From an optimization exercise on the open Yosys and OpenROAD flow, aimed at small area and a short achievable clock period; shortcuts taken in it are not production practice. At most, simulation tests tie the RTL to the original design; equivalence was not proved. Power figures rest on the tool's default switching activity, not on a simulated workload.

==> inputs of garnet <==
## ks_add
module ks_add #(
    parameter N = 64
)
(
    input  logic         clk,
    input  logic         rstn_,
    input  logic         en,
    input  logic [N-1:0] a,
    input  logic [N-1:0] b,
    output logic [N-1:0] out
);
    logic [5:0] c_reg;                   
    logic [5:0] c_nxt;                   
    logic [N-1:0] d;                       
    logic [N-1:0] gx, tx;                  
    ks_gt #(.W(N)) u_gt (.a(a), .b(b), .g(gx), .t(tx));
    ks_chunk9_first u_chunk0 (
        .g(gx[8:0]),
        .t(tx[8:0]),
        .q(out[8:0]),
        .en(en),
        .rstn(rstn_),
        .d(d[8:0]),
        .cd(c_nxt[0])
    );
    ks_chunk9 u_chunk1 (
        .g(gx[17:9]),
        .t(tx[17:9]),
        .cin(c_reg[0]),
        .q(out[17:9]),
        .en(en),
        .rstn(rstn_),
        .d(d[17:9]),
        .cd(c_nxt[1])
    );
    ks_chunk9 u_chunk2 (
        .g(gx[26:18]),
        .t(tx[26:18]),
        .cin(c_reg[1]),
        .q(out[26:18]),
        .en(en),
        .rstn(rstn_),
        .d(d[26:18]),
        .cd(c_nxt[2])
    );
    ks_chunk9 u_chunk3 (
        .g(gx[35:27]),
        .t(tx[35:27]),
        .cin(c_reg[2]),
        .q(out[35:27]),
        .en(en),
        .rstn(rstn_),
        .d(d[35:27]),
        .cd(c_nxt[3])
    );
    ks_chunk9 u_chunk4 (
        .g(gx[44:36]),
        .t(tx[44:36]),
        .cin(c_reg[3]),
        .q(out[44:36]),
        .en(en),
        .rstn(rstn_),
        .d(d[44:36]),
        .cd(c_nxt[4])
    );
    ks_chunk9 u_chunk5 (
        .g(gx[53:45]),
        .t(tx[53:45]),
        .cin(c_reg[4]),
        .q(out[53:45]),
        .en(en),
        .rstn(rstn_),
        .d(d[53:45]),
        .cd(c_nxt[5])
    );
    ks_chunk10_last u_chunk6 (
        .g(gx[63:54]),
        .t(tx[63:54]),
        .cin(c_reg[5]),
        .q(out[63:54]),
        .en(en),
        .rstn(rstn_),
        .d(d[63:54])
    );
    always_ff @(posedge clk) begin
        out <= d;
    end
    always_ff @(posedge clk) begin
  ...
==> flow/config.mk <==
export PLATFORM = sky130hd
export DESIGN_NAME = ks_add
export DESIGN_NICKNAME = ks_add
export VERILOG_FILES = /design/flow/design.v
export SDC_FILE = /design/flow/constraint.sdc
export NUM_CORES = 4
export LEC_CHECK = 0
export ABC_AREA = 1
export CAP_MARGIN = 20
export CORE_MARGIN = 2
export CORE_UTILIZATION = 40
export SLEW_MARGIN = 20
export SYNTH_HIERARCHICAL = 1
export SYNTH_MINIMUM_KEEP_SIZE = 0
==> flow/constraint.sdc <==
create_clock -name core_clock -period 2.0 [get_ports {clk}]
set_input_delay 0.4000 -clock core_clock [delete_from_list [all_inputs] [get_ports {clk}]]
set_output_delay 0.4000 -clock core_clock [all_outputs]
set_load 0.01 [all_outputs]
standard.sh (not shown) runs the stock make flow with config.mk's settings and CLKGATE_MAP_FILE= SYNTH_SCRIPT=/design/flow/synth_recipe.tcl, a recipe that flattens the netlist after the stock synthesis.
==> flow/flow/run.sh <==
#!/bin/bash
# The standard layout, except that the input and output ports get the
# smallest buffer cell instead of the one buffer_ports picks by itself.
set -euo pipefail
export BUFFER_PORTS_ARGS="-buffer_cell sky130_fd_sc_hd__buf_1"
bash standard.sh finish > standard_flow.log 2>&1
==> inputs of indigo, as changes to garnet <==
--- a/flow/design.v
+++ b/flow/design.v
@@ -28,84 +28,87 @@
     input  logic [N-1:0] a,
     input  logic [N-1:0] b,
     output logic [N-1:0] out
 );
     logic [5:0] c_reg;                   
     logic [5:0] c_nxt;                   
     logic [N-1:0] d;                       
     logic [N-1:0] gx, tx;                  
+    logic ld, hd;                          
+    assign ld = rstn_ & en;
+    assign hd = rstn_ & !en;
     ks_gt #(.W(N)) u_gt (.a(a), .b(b), .g(gx), .t(tx));
-    ks_chunk9_first u_chunk0 (
-        .g(gx[8:0]),
-        .t(tx[8:0]),
-        .q(out[8:0]),
-        .en(en),
-        .rstn(rstn_),
-        .d(d[8:0]),
+    ks_chunk10_first u_chunk0 (
+        .g(gx[9:0]),
+        .t(tx[9:0]),
+        .q(out[9:0]),
+        .ld(ld),
+        .hd(hd),
+        .d(d[9:0]),
         .cd(c_nxt[0])
     );
     ks_chunk9 u_chunk1 (
-        .g(gx[17:9]),
-        .t(tx[17:9]),
+        .g(gx[18:10]),
+        .t(tx[18:10]),
         .cin(c_reg[0]),
-        .q(out[17:9]),
-        .en(en),
-        .rstn(rstn_),
-        .d(d[17:9]),
+        .q(out[18:10]),
+        .ld(ld),
+        .hd(hd),
+        .d(d[18:10]),
         .cd(c_nxt[1])
     );
     ks_chunk9 u_chunk2 (
-        .g(gx[26:18]),
-        .t(tx[26:18]),
+        .g(gx[27:19]),
+        .t(tx[27:19]),
         .cin(c_reg[1]),
-        .q(out[26:18]),
-        .en(en),
-        .rstn(rstn_),
-        .d(d[26:18]),
+        .q(out[27:19]),
+        .ld(ld),
+        .hd(hd),
+        .d(d[27:19]),
         .cd(c_nxt[2])
     );
     ks_chunk9 u_chunk3 (
-        .g(gx[35:27]),
-        .t(tx[35:27]),
+        .g(gx[36:28]),
+        .t(tx[36:28]),
         .cin(c_reg[2]),
-        .q(out[35:27]),
-        .en(en),
-        .rstn(rstn_),
-        .d(d[35:27]),
+        .q(out[36:28]),
+        .ld(ld),
+        .hd(hd),
+        .d(d[36:28]),
         .cd(c_nxt[3])
     );
     ks_chunk9 u_chunk4 (
-        .g(gx[44:36]),
-        .t(tx[44:36]),
+        .g(gx[45:37]),
+        .t(tx[45:37]),
         .cin(c_reg[3]),
-        .q(out[44:36]),
-        .en(en),
-        .rstn(rstn_),
-        .d(d[44:36]),
+        .q(out[45:37]),
+        .ld(ld),
+        .hd(hd),
+        .d(d[45:37]),
         .cd(c_nxt[4])
     );
     ks_chunk9 u_chunk5 (
-        .g(gx[53:45]),
-        .t(tx[53:45]),
+        .g(gx[54:46]),
+        .t(tx[54:46]),
         .cin(c_reg[4]),
-        .q(out[53:45]),
-        .en(en),
-        .rstn(rstn_),
-        .d(d[53:45]),
+        .q(out[54:46]),
+        .ld(ld),
+        .hd(hd),
+        .d(d[54:46]),
         .cd(c_nxt[5])
     );
-    ks_chunk10_last u_chunk6 (
-        .g(gx[63:54]),
-        .t(tx[63:54]),
+    ks_chunk9_last u_chunk6 (
+        .g(gx[63:55]),
+        .t(tx[63:55]),
         .cin(c_reg[5]),
-        .q(out[63:54]),
-        .en(en),
-        .rstn(rstn_),
-        .d(d[63:54])
+        .q(out[63:55]),
+        .ld(ld),
+        .hd(hd),
+        .d(d[63:55])
     );
     always_ff @(posedge clk) begin
         out <= d;
     end
     always_ff @(posedge clk) begin
         if (en) begin
             c_reg <= c_nxt;
         end
@@ -118,25 +121,25 @@
     input  logic [W-1:0] a,
     input  logic [W-1:0] b,
     output logic [W-1:0] g,
     output logic [W-1:0] t
 );
     assign g = ~(a & b);
     assign t = ~(a | b);
 endmodule
-module ks_chunk9_first #(
-    parameter W = 9
+module ks_chunk10_first #(
+    parameter W = 10
 )
 (
     input  logic [W-1:0] g,  
     input  logic [W-1:0] t,  
     input  logic [W-1:0] q,  
-    input  logic         en,
-    input  logic         rstn,
+    input  logic         ld,
+    input  logic         hd,
     output logic [W-1:0] d,  
     output logic         cd  
 );
     logic [W-1:0] g0, t0;
     assign g0 = ~g;
     assign t0 = ~t;
     logic [W-1:0] g1, t1;
     assign g1[0] = g0[0];
@@ -152,16 +155,18 @@
     assign g1[5] = g0[5] | (t0[5] & g0[4]);
     assign t1[5] = t0[5] & t0[4];
     assign g1[6] = g0[6];
     assign t1[6] = t0[6];
     assign g1[7] = g0[7] | (t0[7] & g0[6]);
     assign t1[7] = t0[7] & t0[6];
     assign g1[8] = g0[8];
     assign t1[8] = t0[8];
+    assign g1[9] = g0[9] | (t0[9] & g0[8]);
+    assign t1[9] = t0[9] & t0[8];
     logic [W-1:0] g2, t2;
     assign g2[0] = g1[0];
     assign t2[0] = t1[0];
     assign g2[1] = g1[1];
     assign t2[1] = t1[1];
     assign g2[2] = g1[2];
     assign t2[2] = t1[2];
     assign g2[3] = g1[3] | (t1[3] & g1[1]);
@@ -171,16 +176,18 @@
     assign g2[5] = g1[5];
     assign t2[5] = t1[5];
     assign g2[6] = g1[6];
     assign t2[6] = t1[6];
     assign g2[7] = g1[7] | (t1[7] & g1[5]);
     assign t2[7] = t1[7] & t1[5];
     assign g2[8] = g1[8];
     assign t2[8] = t1[8];
+    assign g2[9] = g1[9];
+    assign t2[9] = t1[9];
     logic [W-1:0] g3, t3;
     assign g3[0] = g2[0];
     assign t3[0] = t2[0];
     assign g3[1] = g2[1];
     assign t3[1] = t2[1];
     assign g3[2] = g2[2];
     assign t3[2] = t2[2];
     assign g3[3] = g2[3];
@@ -190,16 +197,18 @@
     assign g3[5] = g2[5];
     assign t3[5] = t2[5];
     assign g3[6] = g2[6];
     assign t3[6] = t2[6];
     assign g3[7] = g2[7] | (t2[7] & g2[3]);
     assign t3[7] = t2[7] & t2[3];
     assign g3[8] = g2[8];
     assign t3[8] = t2[8];
+    assign g3[9] = g2[9];
+    assign t3[9] = t2[9];
     logic [W-1:0] g4, t4;
     assign g4[0] = g3[0];
     assign t4[0] = t3[0];
     assign g4[1] = g3[1];
     assign t4[1] = t3[1];
     assign g4[2] = g3[2];
     assign t4[2] = t3[2];
     assign g4[3] = g3[3];
@@ -209,16 +218,18 @@
     assign g4[5] = g3[5] | (t3[5] & g3[3]);
     assign t4[5] = t3[5] & t3[3];
     assign g4[6] = g3[6];
     assign t4[6] = t3[6];
     assign g4[7] = g3[7];
     assign t4[7] = t3[7];
     assign g4[8] = g3[8];
     assign t4[8] = t3[8];
+    assign g4[9] = g3[9] | (t3[9] & g3[7]);
+    assign t4[9] = t3[9] & t3[7];
     logic [W-1:0] g5, t5;
     assign g5[0] = g4[0];
     assign t5[0] = t4[0];
     assign g5[1] = g4[1];
     assign t5[1] = t4[1];
     assign g5[2] = g4[2] | (t4[2] & g4[1]);
     assign t5[2] = t4[2] & t4[1];
     assign g5[3] = g4[3];
@@ -228,36 +239,38 @@
     assign g5[5] = g4[5];
     assign t5[5] = t4[5];
     assign g5[6] = g4[6] | (t4[6] & g4[5]);
     assign t5[6] = t4[6] & t4[5];
     assign g5[7] = g4[7];
     assign t5[7] = t4[7];
     assign g5[8] = g4[8] | (t4[8] & g4[7]);
     assign t5[8] = t4[8] & t4[7];
+    assign g5[9] = g4[9];
+    assign t5[9] = t4[9];
     logic [W-1:0] p;                       
     assign p = t0 & ~g0;
     logic [W:0]   c;                       
     logic [W-1:0] s;
     assign c[0] = 1'b0;
     assign c[W:1] = g5;
     assign s = p ^ c[W-1:0];
-    assign d = !rstn ? '0 : (en ? s : q);
+    assign d = ({W{ld}} & s) | ({W{hd}} & q);
     assign cd = c[W];
 endmodule
 module ks_chunk9 #(
     parameter W = 9
 )
 (
     input  logic [W-1:0] g,  
     input  logic [W-1:0] t,  
     input  logic         cin,  
     input  logic [W-1:0] q,  
-    input  logic         en,
-    input  logic         rstn,
+    input  logic         ld,
+    input  logic         hd,
     output logic [W-1:0] d,  
     output logic         cd  
 );
     logic [W-1:0] g0, t0;
     assign g0 = ~g;
     assign t0 = ~t;
     logic [W-1:0] g1, t1;
     assign g1[0] = g0[0];
@@ -356,29 +369,29 @@
     assign t5[8] = t4[8] & t4[7];
     logic [W-1:0] p;                       
     assign p = t0 & ~g0;
     logic [W:0]   c;                       
     logic [W-1:0] s;
     assign c[0] = cin;
     assign c[W:1] = g5 | (t5 & {W{cin}});
     assign s = p ^ c[W-1:0];
-    assign d = !rstn ? '0 : (en ? s : q);
+    assign d = ({W{ld}} & s) | ({W{hd}} & q);
     assign cd = c[W];
 endmodule
-module ks_chunk10_last #(
-    parameter W = 10
+module ks_chunk9_last #(
+    parameter W = 9
 )
 (
     input  logic [W-1:0] g,  
     input  logic [W-1:0] t,  
     input  logic         cin,  
     input  logic [W-1:0] q,  
-    input  logic         en,
-    input  logic         rstn,
+    input  logic         ld,
+    input  logic         hd,
     output logic [W-1:0] d  
 );
     logic [W-1:0] g0, t0;
     assign g0 = ~g;
     assign t0 = ~t;
     logic [W-1:0] g1, t1;
     assign g1[0] = g0[0];
     assign t1[0] = t0[0];
@@ -393,18 +406,16 @@
     assign g1[5] = g0[5] | (t0[5] & g0[4]);
     assign t1[5] = t0[5] & t0[4];
     assign g1[6] = g0[6];
     assign t1[6] = t0[6];
     assign g1[7] = g0[7] | (t0[7] & g0[6]);
     assign t1[7] = t0[7] & t0[6];
     assign g1[8] = g0[8];
     assign t1[8] = t0[8];
-    assign g1[9] = g0[9] | (t0[9] & g0[8]);
-    assign t1[9] = t0[9] & t0[8];
     logic [W-1:0] g2, t2;
     assign g2[0] = g1[0];
     assign t2[0] = t1[0];
     assign g2[1] = g1[1];
     assign t2[1] = t1[1];
     assign g2[2] = g1[2];
     assign t2[2] = t1[2];
     assign g2[3] = g1[3] | (t1[3] & g1[1]);
@@ -414,18 +425,16 @@
     assign g2[5] = g1[5];
     assign t2[5] = t1[5];
     assign g2[6] = g1[6];
     assign t2[6] = t1[6];
     assign g2[7] = g1[7] | (t1[7] & g1[5]);
     assign t2[7] = t1[7] & t1[5];
     assign g2[8] = g1[8];
     assign t2[8] = t1[8];
-    assign g2[9] = g1[9];
-    assign t2[9] = t1[9];
     logic [W-1:0] g3, t3;
     assign g3[0] = g2[0];
     assign t3[0] = t2[0];
     assign g3[1] = g2[1];
     assign t3[1] = t2[1];
     assign g3[2] = g2[2];
     assign t3[2] = t2[2];
     assign g3[3] = g2[3];
@@ -435,18 +444,16 @@
     assign g3[5] = g2[5];
     assign t3[5] = t2[5];
     assign g3[6] = g2[6];
     assign t3[6] = t2[6];
     assign g3[7] = g2[7] | (t2[7] & g2[3]);
     assign t3[7] = t2[7] & t2[3];
     assign g3[8] = g2[8];
     assign t3[8] = t2[8];
-    assign g3[9] = g2[9];
-    assign t3[9] = t2[9];
     logic [W-1:0] g4, t4;
     assign g4[0] = g3[0];
     assign t4[0] = t3[0];
     assign g4[1] = g3[1];
     assign t4[1] = t3[1];
     assign g4[2] = g3[2];
     assign t4[2] = t3[2];
     assign g4[3] = g3[3];
@@ -456,18 +463,16 @@
     assign g4[5] = g3[5] | (t3[5] & g3[3]);
     assign t4[5] = t3[5] & t3[3];
     assign g4[6] = g3[6];
     assign t4[6] = t3[6];
     assign g4[7] = g3[7];
     assign t4[7] = t3[7];
     assign g4[8] = g3[8];
     assign t4[8] = t3[8];
-    assign g4[9] = g3[9] | (t3[9] & g3[7]);
-    assign t4[9] = t3[9] & t3[7];
     logic [W-1:0] g5, t5;
     assign g5[0] = g4[0];
     assign t5[0] = t4[0];
     assign g5[1] = g4[1];
     assign t5[1] = t4[1];
     assign g5[2] = g4[2] | (t4[2] & g4[1]);
     assign t5[2] = t4[2] & t4[1];
     assign g5[3] = g4[3];
@@ -477,19 +482,17 @@
     assign g5[5] = g4[5];
     assign t5[5] = t4[5];
     assign g5[6] = g4[6] | (t4[6] & g4[5]);
     assign t5[6] = t4[6] & t4[5];
     assign g5[7] = g4[7];
     assign t5[7] = t4[7];
     assign g5[8] = g4[8] | (t4[8] & g4[7]);
     assign t5[8] = t4[8] & t4[7];
-    assign g5[9] = g4[9];
-    assign t5[9] = t4[9];
     logic [W-1:0] p;                       
     assign p = t0 & ~g0;
     logic [W:0]   c;                       
     logic [W-1:0] s;
     assign c[0] = cin;
     assign c[W:1] = g5 | (t5 & {W{cin}});
     assign s = p ^ c[W-1:0];
-    assign d = !rstn ? '0 : (en ? s : q);
+    assign d = ({W{ld}} & s) | ({W{hd}} & q);
 endmodule
- CORE_UTILIZATION: 40 -> 45
==> run notes <==
garnet completed with no timing, DRC or antenna violations. indigo finished with timing, DRC and antenna clean. Against garnet, the synthesized cell count of indigo is smaller by 7.9%. Sequential share of layout area: indigo is higher than garnet (1.7 points). In indigo the via count is higher than in garnet, by about 2.4%. Between indigo and garnet, the lower first-iteration DRC count is in garnet (gap about 40%, measured against garnet). Against indigo, the global-route usage of garnet is lower by 3.7 points. Between garnet and indigo, the lower utilization is in garnet (gap 6.4 points). In indigo the fmax is larger than in garnet, by about 1%. In garnet the register-to-register slack is lower than in indigo, by 30 ps.
==> figures <==
                                                                    garnet               indigo
Result of the run                         no timing/DRC/antenna violations  no timing/DRC/antenna violations
Net count after synthesis                                              997                  929
Worst slew margin relative to its limit                             75.28%               73.60%
HPWL after DPL                                                     9622 µm              9865 µm
Total iterations of the first detailed-routing run                       5                    6
Worst R2R Path Depth                                                    10                    6
Final worst-path cycle share                                        65.61%               64.96%
Critical setup path kind                                      flop to flop  flop to output port
Routed len/inst                                                   9.644 µm             10.87 µm
Util after Layout                                                   50.22%               56.59%
Slowest cell on the critical path                                 edfxtp_1              dfxtp_1
Part of the total power dissipated in combinational logic            27.8%                26.6%
Clk root buf                                                     clkbuf_16             clkbuf_8
Data buffer area share                                              12.71%               13.45%
Maximum number of pins on one net before global-route repair            48                   35
Peak VDD IR                                                       350.5 µV             465.4 µV
Critical path capture point type                                      flop          output port
For garnet, only the layout was checked, not whether the RTL still works.

==> afterwards: timing with drivers on the ports <==
No port has a modelled driver above. Below, the same layouts with a new extraction and two added sets of constraints. Step 1: set_driving_cell puts a clkbuf_16 on clk and a buf_2 on each other input, an assumption about the parent block. Step 2 moves the port delays by t, midway between the first and last clock arrival at a register: inputs arrive t later, outputs are due t later. That takes back most of the time a late clock gives input paths. Three values: ideal, step 1, step 2; two values: the first two.
run | t, ns | setup WS [ns] | hold slack, ns | pins driven straight from the clock port
garnet | 0.366 | 0.688 / 0.688 / 0.346 | 0.400 / 0.385 / 0.471 | 1
indigo | 0.383 | 0.701 / 0.667 / 0.336 | 0.336 / 0.322 / 0.440 | 1
After both steps every run listed still meets setup and hold. The setup slack of indigo, which loses most, moves by -0.034 ns with the drivers and by -0.365 ns with both steps.
